This is an optimization exercise on Yosys and OpenROAD, whose aim is small area, a short achievable clock period and few clock cycles, not a production implementation.
RTL that was checked went through simulation tests only; none was proved equivalent to the original.
The flow treats the clock pin as an ideal source, which a real chip does not have.
Power and IR drop assume default switching activity.

Setup of before:
Design LZ77_Encoder, start of the top module:
module LZ77_Encoder(clk,reset,chardata,valid,encode,finish,offset,match_len,char_nxt);
input 				clk;
input 				reset;
input 		[7:0] 	chardata;
output  	reg  valid;
output  			encode;
output  	reg	finish;
output  	reg [4:0] 	offset;
output  		[4:0] 	match_len;
output  		[7:0] 	char_nxt;
reg		[4*31-1:0]	hist;
reg		[29:0]		base;
reg		[4:0]		len;
reg					fresh;	 
reg					full;	 
reg		[9:0]		cnt;	 
assign	encode = 1'b1;
assign	match_len = len;
assign	char_nxt = {2'b00, finish, 1'b0, hist[7:4]};
wire		run = ~cnt[9];
wire		eob = cnt[9] & ~|cnt[8:0];
wire	[9:0]	cnt_nxt = cnt + 10'd1;
reg		[29:0]		hv;
reg		[29:0]		m;
integer i;
always @(*)
begin
	for (i = 0; i < 30; i = i + 1)
	begin
		hv[i] = ~cnt_nxt[9] & ((|cnt_nxt[8:5]) | (cnt_nxt[4:0] > i));
		m[i] = (hist[4*(i+1) +: 4] == hist[3:0]);
	end
end
wire			go = run & ~full;
wire	[29:0]	a = base & m & {30{go}};
wire			emit = ~|a;
wire	[4:0]	cur = fresh ? 5'd0 : len;
reg		[4:0]	best;
always @(*)
begin
	best = 5'd0;
	for (i = 0; i < 30; i = i + 1)
		if (base[i]) best = i;
end
always @(posedge clk or posedge reset)
begin
	if (reset)
	begin
		cnt <= 10'h3ff;
		valid <= 1'b0;
		finish <= 1'b0;
	end
	else
	begin
		cnt <= cnt_nxt;
		valid <= ~finish & (eob | (run & emit));
		finish <= finish | eob;
	end
end
always @(posedge clk)
begin
	hist <= {hist[4*30-1:0], (cnt == 10'd511) ? 4'h4 : chardata[3:0]};
	base <= a | (hv & {30{emit}});	 
	len <= emit ? cur : cur + 5'd1;
	fresh <= emit;
  ...
Size: ~750 cells after synthesis, roughly 180 flip-flops, roughly 31 I/O pins, about 0.0068 mm2 of cells after synthesis.
clock: 10.0 ns
lec_check: 0
abc_area: 1
cap_margin: 20
core_margin: 2
core_utilization: 50
slew_margin: 20
standard.sh (not shown) runs the stock make flow with config.mk's settings and CLKGATE_MAP_FILE= SYNTH_SCRIPT=/design/flow/synth_recipe.tcl, a recipe that flattens the netlist after the stock synthesis.
==> flow/flow/run.sh <==
#!/bin/bash
# Standard ORFS layout, with buf_4 port buffers and repair_timing aiming at
# a setup slack of 7.25 ns (the design's natural period is far below the 10 ns clock).
set -euo pipefail
export BUFFER_PORTS_ARGS="-buffer_cell sky130_fd_sc_hd__buf_4"
export SETUP_SLACK_MARGIN=7.25
export CTS_ARGS="-sink_clustering_enable -repair_clock_nets -dont_use_dummy_load -buf_list sky130_fd_sc_hd__clkbuf_8 -sink_clustering_size 30"
export POST_FLOORPLAN_TCL=$PWD/flow/downsize.tcl
export POST_CTS_TCL=$PWD/flow/clkinv.tcl CLKINV_ROOT=sky130_fd_sc_hd__clkinv_16 CLKINV_LEAF=sky130_fd_sc_hd__clkinv_4
bash standard.sh finish > orfs_make.log 2>&1
==> flow/flow/clkinv.tcl <==
# Rebuild the two-level clock tree that CTS made (one root buffer feeding
# leaf buffers that feed the flip-flops) from inverters: root clkinv_16,
# leaves clkinv_4. Two inversions keep the clock's polarity, every flip-flop
# still sees the same two stages, and inverters have far less delay than
# clkbuf cells. Then re-run the standard timing repair and legalisation.
set db [ord::get_db]
set block [ord::get_db_block]
set clk_net [[$block findBTerm clk] getNet]
proc swap_to_inv { inst mname } {
  set db [ord::get_db]
  set block [ord::get_db_block]
  set a [[$inst findITerm A] getNet]
  set x [[$inst findITerm X] getNet]
  set name [$inst getName]
  set loc [$inst getLocation]
  set orient [$inst getOrient]
  odb::dbInst_destroy $inst
  set new [odb::dbInst_create $block [$db findMaster $mname] $name]
  $new setOrient $orient
  $new setLocation [lindex $loc 0] [lindex $loc 1]
  $new setPlacementStatus PLACED
  [$new findITerm A] connect $a
  [$new findITerm Y] connect $x
  $new setSourceType TIMING
}
# root: the clkbuf driven by the clock port
set roots {}
foreach it [$clk_net getITerms] {
  if { [string match sky130_fd_sc_hd__clkbuf_* [[[$it getInst] getMaster] getName]] } { lappend roots [$it getInst] }
}
if { [llength $roots] != 1 } { error "clkinv: expected one root buffer, found [llength $roots]" }
set root [lindex $roots 0]
set root_out [[$root findITerm X] getNet]
set leaves {}
set bad 0
foreach it [$root_out getITerms] {
  if { [$it isOutputSignal] } { continue }
  set inst [$it getInst]
  if { ![string match sky130_fd_sc_hd__clkbuf_* [[$inst getMaster] getName]] } { incr bad; continue }
  # every load of a leaf must be a flip-flop clock pin
  foreach lt [[[$inst findITerm X] getNet] getITerms] {
    if { [$lt isOutputSignal] } { continue }
    if { ![regexp {__(df|ed|sd)} [[[$lt getInst] getMaster] getName]] } { incr bad }
  }
  lappend leaves $inst
}
if { $bad } { error "clkinv: clock tree is not root -> leaf buffers -> flip-flops ($bad)" }
puts "clkinv: root [$root getName], [llength $leaves] leaves"
swap_to_inv $root $::env(CLKINV_ROOT)
foreach l $leaves { swap_to_inv $l $::env(CLKINV_LEAF) }
estimate_parasitics -placement
report_clock_latency
repair_timing_helper
detailed_placement
check_placement -verbose
estimate_parasitics -placement
report_clock_latency
report_worst_slack -max
Other scripts of this flow, unchanged in this note and not shown: flow/flow/downsize.tcl
before finished every step from synthesis to the final layout, and the layout passed the timing, DRC and antenna checks.
--- input diff before..after ---
-- flow/flow/clkinv.tcl --
<<< before, line 9
proc swap_to_inv { inst mname } {
  set db [ord::get_db]
  set block [ord::get_db_block]
  set a [[$inst findITerm A] getNet]
>>> after, line 9
proc swap_to_inv { inst mname } {
  global db block
  set a [[$inst findITerm A] getNet]
--- outcome ---
As far as area share of fa/ha/maj cells after synthesis is concerned, before and after perform about the same. Reported for before and after, netlist area before placement turned out identical to the last digit. after got as far as 4_1_cts, where a tool error ended the run. before went all the way through the flow, and no timing, DRC or antenna check failed. As far as final weighted congestion of routability-driven global placement goes, before and after are indistinguishable; the numbers are identical. Per the comparison of after with before, fraction of the mapped netlist area in simple logic gates level, synthesized cell count level.
No run of this note included a check of the RTL's function; only the layout flow was run.

The RTL this note starts from:
==> flow/design.v <==
module LZ77_Encoder(clk,reset,chardata,valid,encode,finish,offset,match_len,char_nxt);
input 				clk;
input 				reset;
input 		[7:0] 	chardata;
output  	reg  valid;
output  			encode;
output  	reg	finish;
output  	reg [4:0] 	offset;
output  		[4:0] 	match_len;
output  		[7:0] 	char_nxt;
reg		[4*31-1:0]	hist;
reg		[29:0]		alive;
reg		[4:0]		len;
reg					fresh;	 
reg					full;	 
reg		[9:0]		cnt;	 
assign	encode = 1'b1;
assign	match_len = len;
assign	char_nxt = {2'b00, finish, 1'b0, hist[7:4]};
wire		run = ~cnt[9];
wire		eob = cnt[9] & ~|cnt[8:0];
reg		[29:0]		hv;
reg		[29:0]		m;
integer i;
always @(*)
begin
	for (i = 0; i < 30; i = i + 1)
	begin
		hv[i] = (|cnt[8:5]) | (cnt[4:0] > i);
		m[i] = (hist[4*(i+1) +: 4] == hist[3:0]);
	end
end
wire			go = run & ~full;
wire	[29:0]	a = (fresh ? hv : alive) & m & {30{go}};
wire			emit = ~|a;
wire	[4:0]	cur = fresh ? 5'd0 : len;
reg		[4:0]	best;
always @(*)
begin
	best = 5'd0;
	for (i = 0; i < 30; i = i + 1)
		if (alive[i]) best = i;
end
always @(posedge clk or posedge reset)
begin
	if (reset)
	begin
		cnt <= 10'h3ff;
		valid <= 1'b0;
		finish <= 1'b0;
	end
	else
	begin
		cnt <= cnt + 10'd1;
		valid <= ~finish & (eob | (run & emit));
		finish <= finish | eob;
	end
end
always @(posedge clk)
begin
	hist <= {hist[4*30-1:0], (cnt == 10'd511) ? 4'h4 : chardata[3:0]};
	alive <= a;
	len <= emit ? cur : cur + 5'd1;
	fresh <= emit;
	full <= ~emit & (cur == 5'd23);
	offset <= fresh ? 5'd0 : best;
end
endmodule
==> flow/config.mk <==
export PLATFORM = sky130hd
export DESIGN_NAME = LZ77_Encoder
export DESIGN_NICKNAME = LZ77_Encoder
export VERILOG_FILES = /design/flow/design.v
export SDC_FILE = /design/flow/constraint.sdc
export NUM_CORES = 4
export LEC_CHECK = 0
export CAP_MARGIN = 20
export CORE_MARGIN = 2
export CORE_UTILIZATION = 50
export SLEW_MARGIN = 20
==> flow/constraint.sdc <==
create_clock -name core_clock -period 10.0 [get_ports {clk}]
set_input_delay 2.0000 -clock core_clock [delete_from_list [all_inputs] [get_ports {clk}]]
set_output_delay 2.0000 -clock core_clock [all_outputs]
set_load 0.01 [all_outputs]
==> flow/flow/run.sh <==
#!/bin/bash
# Standard ORFS layout, with buf_4 port buffers and repair_timing aiming at
# a setup slack of 6.9 ns (the design's natural period is far below the 10 ns clock).
set -euo pipefail
export BUFFER_PORTS_ARGS="-buffer_cell sky130_fd_sc_hd__buf_4"
export SETUP_SLACK_MARGIN=6.9
export CTS_ARGS="-sink_clustering_enable -repair_clock_nets -dont_use_dummy_load -buf_list sky130_fd_sc_hd__clkbuf_8 -sink_clustering_size 30"
export POST_FLOORPLAN_TCL=$PWD/flow/downsize.tcl
export POST_CTS_TCL=$PWD/flow/clkinv.tcl CLKINV_ROOT=sky130_fd_sc_hd__clkinv_16 CLKINV_LEAF=sky130_fd_sc_hd__clkinv_4 CLKINV_MARGIN=7.2
bash standard.sh finish > orfs_make.log 2>&1
==> flow/flow/clkinv.tcl <==
# Rebuild the two-level clock tree that CTS made (one root buffer feeding
# leaf buffers that feed the flip-flops) from inverters: root clkinv_16,
# leaves clkinv_4. Two inversions keep the clock's polarity, every flip-flop
# still sees the same two stages, and inverters have far less delay than
# clkbuf cells. Then re-run the standard timing repair and legalisation.
set db [ord::get_db]
set block [ord::get_db_block]
set clk_net [[$block findBTerm clk] getNet]
proc swap_to_inv { inst mname } {
  set db [ord::get_db]
  set block [ord::get_db_block]
  set a [[$inst findITerm A] getNet]
  set x [[$inst findITerm X] getNet]
  set name [$inst getName]
  set loc [$inst getLocation]
  set orient [$inst getOrient]
  odb::dbInst_destroy $inst
  set new [odb::dbInst_create $block [$db findMaster $mname] $name]
  $new setOrient $orient
  $new setLocation [lindex $loc 0] [lindex $loc 1]
  $new setPlacementStatus PLACED
  [$new findITerm A] connect $a
  [$new findITerm Y] connect $x
  $new setSourceType TIMING
}
# root: the clkbuf driven by the clock port
set roots {}
foreach it [$clk_net getITerms] {
  if { [string match sky130_fd_sc_hd__clkbuf_* [[[$it getInst] getMaster] getName]] } { lappend roots [$it getInst] }
}
if { [llength $roots] != 1 } { error "clkinv: expected one root buffer, found [llength $roots]" }
set root [lindex $roots 0]
set root_out [[$root findITerm X] getNet]
set leaves {}
set bad 0
foreach it [$root_out getITerms] {
  if { [$it isOutputSignal] } { continue }
  set inst [$it getInst]
  if { ![string match sky130_fd_sc_hd__clkbuf_* [[$inst getMaster] getName]] } { incr bad; continue }
  # every load of a leaf must be a flip-flop clock pin
  foreach lt [[[$inst findITerm X] getNet] getITerms] {
    if { [$lt isOutputSignal] } { continue }
    if { ![regexp {__(df|ed|sd)} [[[$lt getInst] getMaster] getName]] } { incr bad }
  }
  lappend leaves $inst
}
if { $bad } { error "clkinv: clock tree is not root -> leaf buffers -> flip-flops ($bad)" }
puts "clkinv: root [$root getName], [llength $leaves] leaves"
swap_to_inv $root $::env(CLKINV_ROOT)
foreach l $leaves { swap_to_inv $l $::env(CLKINV_LEAF) }
estimate_parasitics -placement
report_clock_latency
set ::env(SETUP_SLACK_MARGIN) $::env(CLKINV_MARGIN)
repair_timing_helper
detailed_placement
check_placement -verbose
estimate_parasitics -placement
report_clock_latency
report_worst_slack -max
Other scripts of this flow, unchanged in this note and not shown: flow/flow/downsize.tcl
The baseline completed without violations.
Testbench counts at the start, summed over its fixed seeds: cycles 16,448.
Change:
--- a/flow/flow/run.sh
+++ b/flow/flow/run.sh
@@ -7,4 +7,4 @@
 export CTS_ARGS="-sink_clustering_enable -repair_clock_nets -dont_use_dummy_load -buf_list sky130_fd_sc_hd__clkbuf_8 -sink_clustering_size 30"
 export POST_FLOORPLAN_TCL=$PWD/flow/downsize.tcl
-export POST_CTS_TCL=$PWD/flow/clkinv.tcl CLKINV_ROOT=sky130_fd_sc_hd__clkinv_16 CLKINV_LEAF=sky130_fd_sc_hd__clkinv_4 CLKINV_MARGIN=7.2
+export POST_CTS_TCL=$PWD/flow/clkinv.tcl CLKINV_ROOT=sky130_fd_sc_hd__clkinv_16 CLKINV_LEAF=sky130_fd_sc_hd__clkinv_4 CLKINV_MARGIN=7.1
 bash standard.sh finish > orfs_make.log 2>&1
--- a/flow/config.mk
+++ b/flow/config.mk
@@ -6,4 +6,5 @@
 export NUM_CORES = 4
 export LEC_CHECK = 0
+export ABC_AREA = 1
 export CAP_MARGIN = 20
 export CORE_MARGIN = 2
=> Via count grows by 16%; first-iteration DRC count climbs by 31%; worst setup slack gets better by 290 ps.
Change:
==> flow/flow/run.sh (replaced) <==
#!/bin/bash
# Standard ORFS layout, with buf_4 port buffers and repair_timing aiming at
# a setup slack of 6.9 ns (the design's natural period is far below the 10 ns clock).
set -euo pipefail
export BUFFER_PORTS_ARGS="-buffer_cell sky130_fd_sc_hd__buf_2"
export SETUP_SLACK_MARGIN=6.9
export CTS_ARGS="-sink_clustering_enable -repair_clock_nets -dont_use_dummy_load -buf_list sky130_fd_sc_hd__clkbuf_8 -sink_clustering_size 30"
export POST_FLOORPLAN_TCL=$PWD/flow/restructure.tcl RMP_LIB=$FLOW_HOME/platforms/sky130hd/lib/sky130_fd_sc_hd__tt_025C_1v80.lib
export POST_CTS_TCL=$PWD/flow/clkinv.tcl CLKINV_ROOT=sky130_fd_sc_hd__clkinv_16 CLKINV_LEAF=sky130_fd_sc_hd__clkinv_4 CLKINV_MARGIN=7.2
bash standard.sh finish > orfs_make.log 2>&1
==> flow/flow/restructure.tcl (new file) <==
# Re-map the synthesized combinational logic for area (registers untouched),
# then size every combinational cell down to the smallest drive strength; the
# flow's later repair steps size up what timing needs.
# restructure reads a liberty file and ignores set_dont_use, so hand it a copy
# of the platform's library without the don't-use cells.
set rmp_dir $::env(RESULTS_DIR)/rmp
file mkdir $rmp_dir
set f [open $::env(RMP_LIB) r]
set lib [read $f]
close $f
set starts [regexp -all -indices -inline {\n\s*cell\s*\(\s*"?([A-Za-z0-9_]+)"?\s*\)} $lib]
set out ""
set prev 0
set dropped 0
for {set k 0} {$k < [llength $starts]} {incr k 2} {
  set s [lindex [lindex $starts $k] 0]
  set name [string range $lib {*}[lindex $starts [expr {$k + 1}]]]
  if { $k + 2 < [llength $starts] } {
    set e [expr {[lindex [lindex $starts [expr {$k + 2}]] 0] - 1}]
  } else {
    set e [expr {[string last "\}" $lib] - 1}]
  }
  set drop 0
  foreach pat $::env(DONT_USE_CELLS) { if { [string match $pat $name] } { set drop 1 } }
  append out [string range $lib $prev [expr {$s - 1}]]
  if { !$drop } { append out [string range $lib $s $e] } else { incr dropped }
  set prev [expr {$e + 1}]
}
append out [string range $lib $prev end]
set f [open $rmp_dir/rmp.lib w]
puts -nonewline $f $out
close $f
puts "restructure: library without $dropped don't-use cells"
restructure -target area -liberty_file $rmp_dir/rmp.lib \
  -tielo_port sky130_fd_sc_hd__conb_1/LO -tiehi_port sky130_fd_sc_hd__conb_1/HI \
  -work_dir $rmp_dir -abc_logfile $rmp_dir/abc.log
report_design_area
foreach inst [[ord::get_db_block] getInsts] {
  set m [[$inst getMaster] getName]
  foreach pat $::env(DONT_USE_CELLS) { if { [string match $pat $m] } { error "restructure: don't-use cell $m" } }
}
source [file join [file dirname [info script]] downsize.tcl]
Outcome:
- final cell count drops by 8.7%
- synthesized cell count does not change
- clock power falls by about 1%
- via count grows by 3.5%
- combinational power goes up by 16%
- worst setup slack gets worse by 380 ps
- sequential power hardly moves
Change:
==> flow/flow/run.sh (replaced) <==
#!/bin/bash
# Standard ORFS layout, with buf_4 port buffers and repair_timing aiming at
# a setup slack of 6.9 ns (the design's natural period is far below the 10 ns clock).
set -euo pipefail
export BUFFER_PORTS_ARGS="-buffer_cell sky130_fd_sc_hd__buf_4"
export SETUP_SLACK_MARGIN=6.9
export CTS_ARGS="-sink_clustering_enable -repair_clock_nets -dont_use_dummy_load -buf_list sky130_fd_sc_hd__clkbuf_8 -sink_clustering_size 30"
export POST_FLOORPLAN_TCL=$PWD/flow/downsize.tcl
export POST_CTS_TCL=$PWD/flow/clkinv.tcl CLKINV_ROOT=sky130_fd_sc_hd__clkinv_16 CLKINV_LEAF=sky130_fd_sc_hd__clkinv_8 CLKINV_MARGIN=7.2
bash standard.sh finish > orfs_make.log 2>&1
removed: flow/flow/restructure.tcl
=> The new run finished clean; design area decreases by about 0.9%; utilization shrinks by 0.52 points; via count is lower by 2.4%; register-to-register slack improved by 460 ps; hold slack is worse by 8.1 ps; synthesized cell count does not change; wire length is lower by 7.5%; fmax increases by 12%; final cell count came out higher by about 10%.

[separate check: timing with driven ports]
The results above use ideal ports. As a check the final layouts listed here were re-extracted and re-timed, cells and wires unchanged. Step 1 sets driving cells, clkbuf_16 on the clock port and buf_2 on the other inputs (assumed; they add their load-dependent delay and slew). Step 2 also shifts input and output timing later by t, the mid clock arrival at the registers, as if the neighbouring blocks saw the same clock. a / b / c = ideal ports / drivers / drivers and shift; a / b = the first two.
run	t (ns)	setup WS [ns]	clock arrival spread, ns	pins driven straight from the clock port
before	0.316	7.114 / 7.114 / 7.114	0.040 / 0.040	1
the first run of note 2	0.310	6.876 / 6.876 / 6.876	0.026 / 0.026	1
the second run of note 2	0.318	7.168 / 7.093 / 7.250	0.040 / 0.040	1
the third run of note 2	0.312	6.784 / 6.783 / 6.783	0.033 / 0.033	1
the fourth run of note 2	0.391	7.126 / 7.051 / 7.236	0.031 / 0.031	1
After both steps setup and hold are still met in every run listed. For the third run of note 2, which loses most, drivers alone change the setup slack by -0.001 ns; drivers and shift together by -0.001 ns.
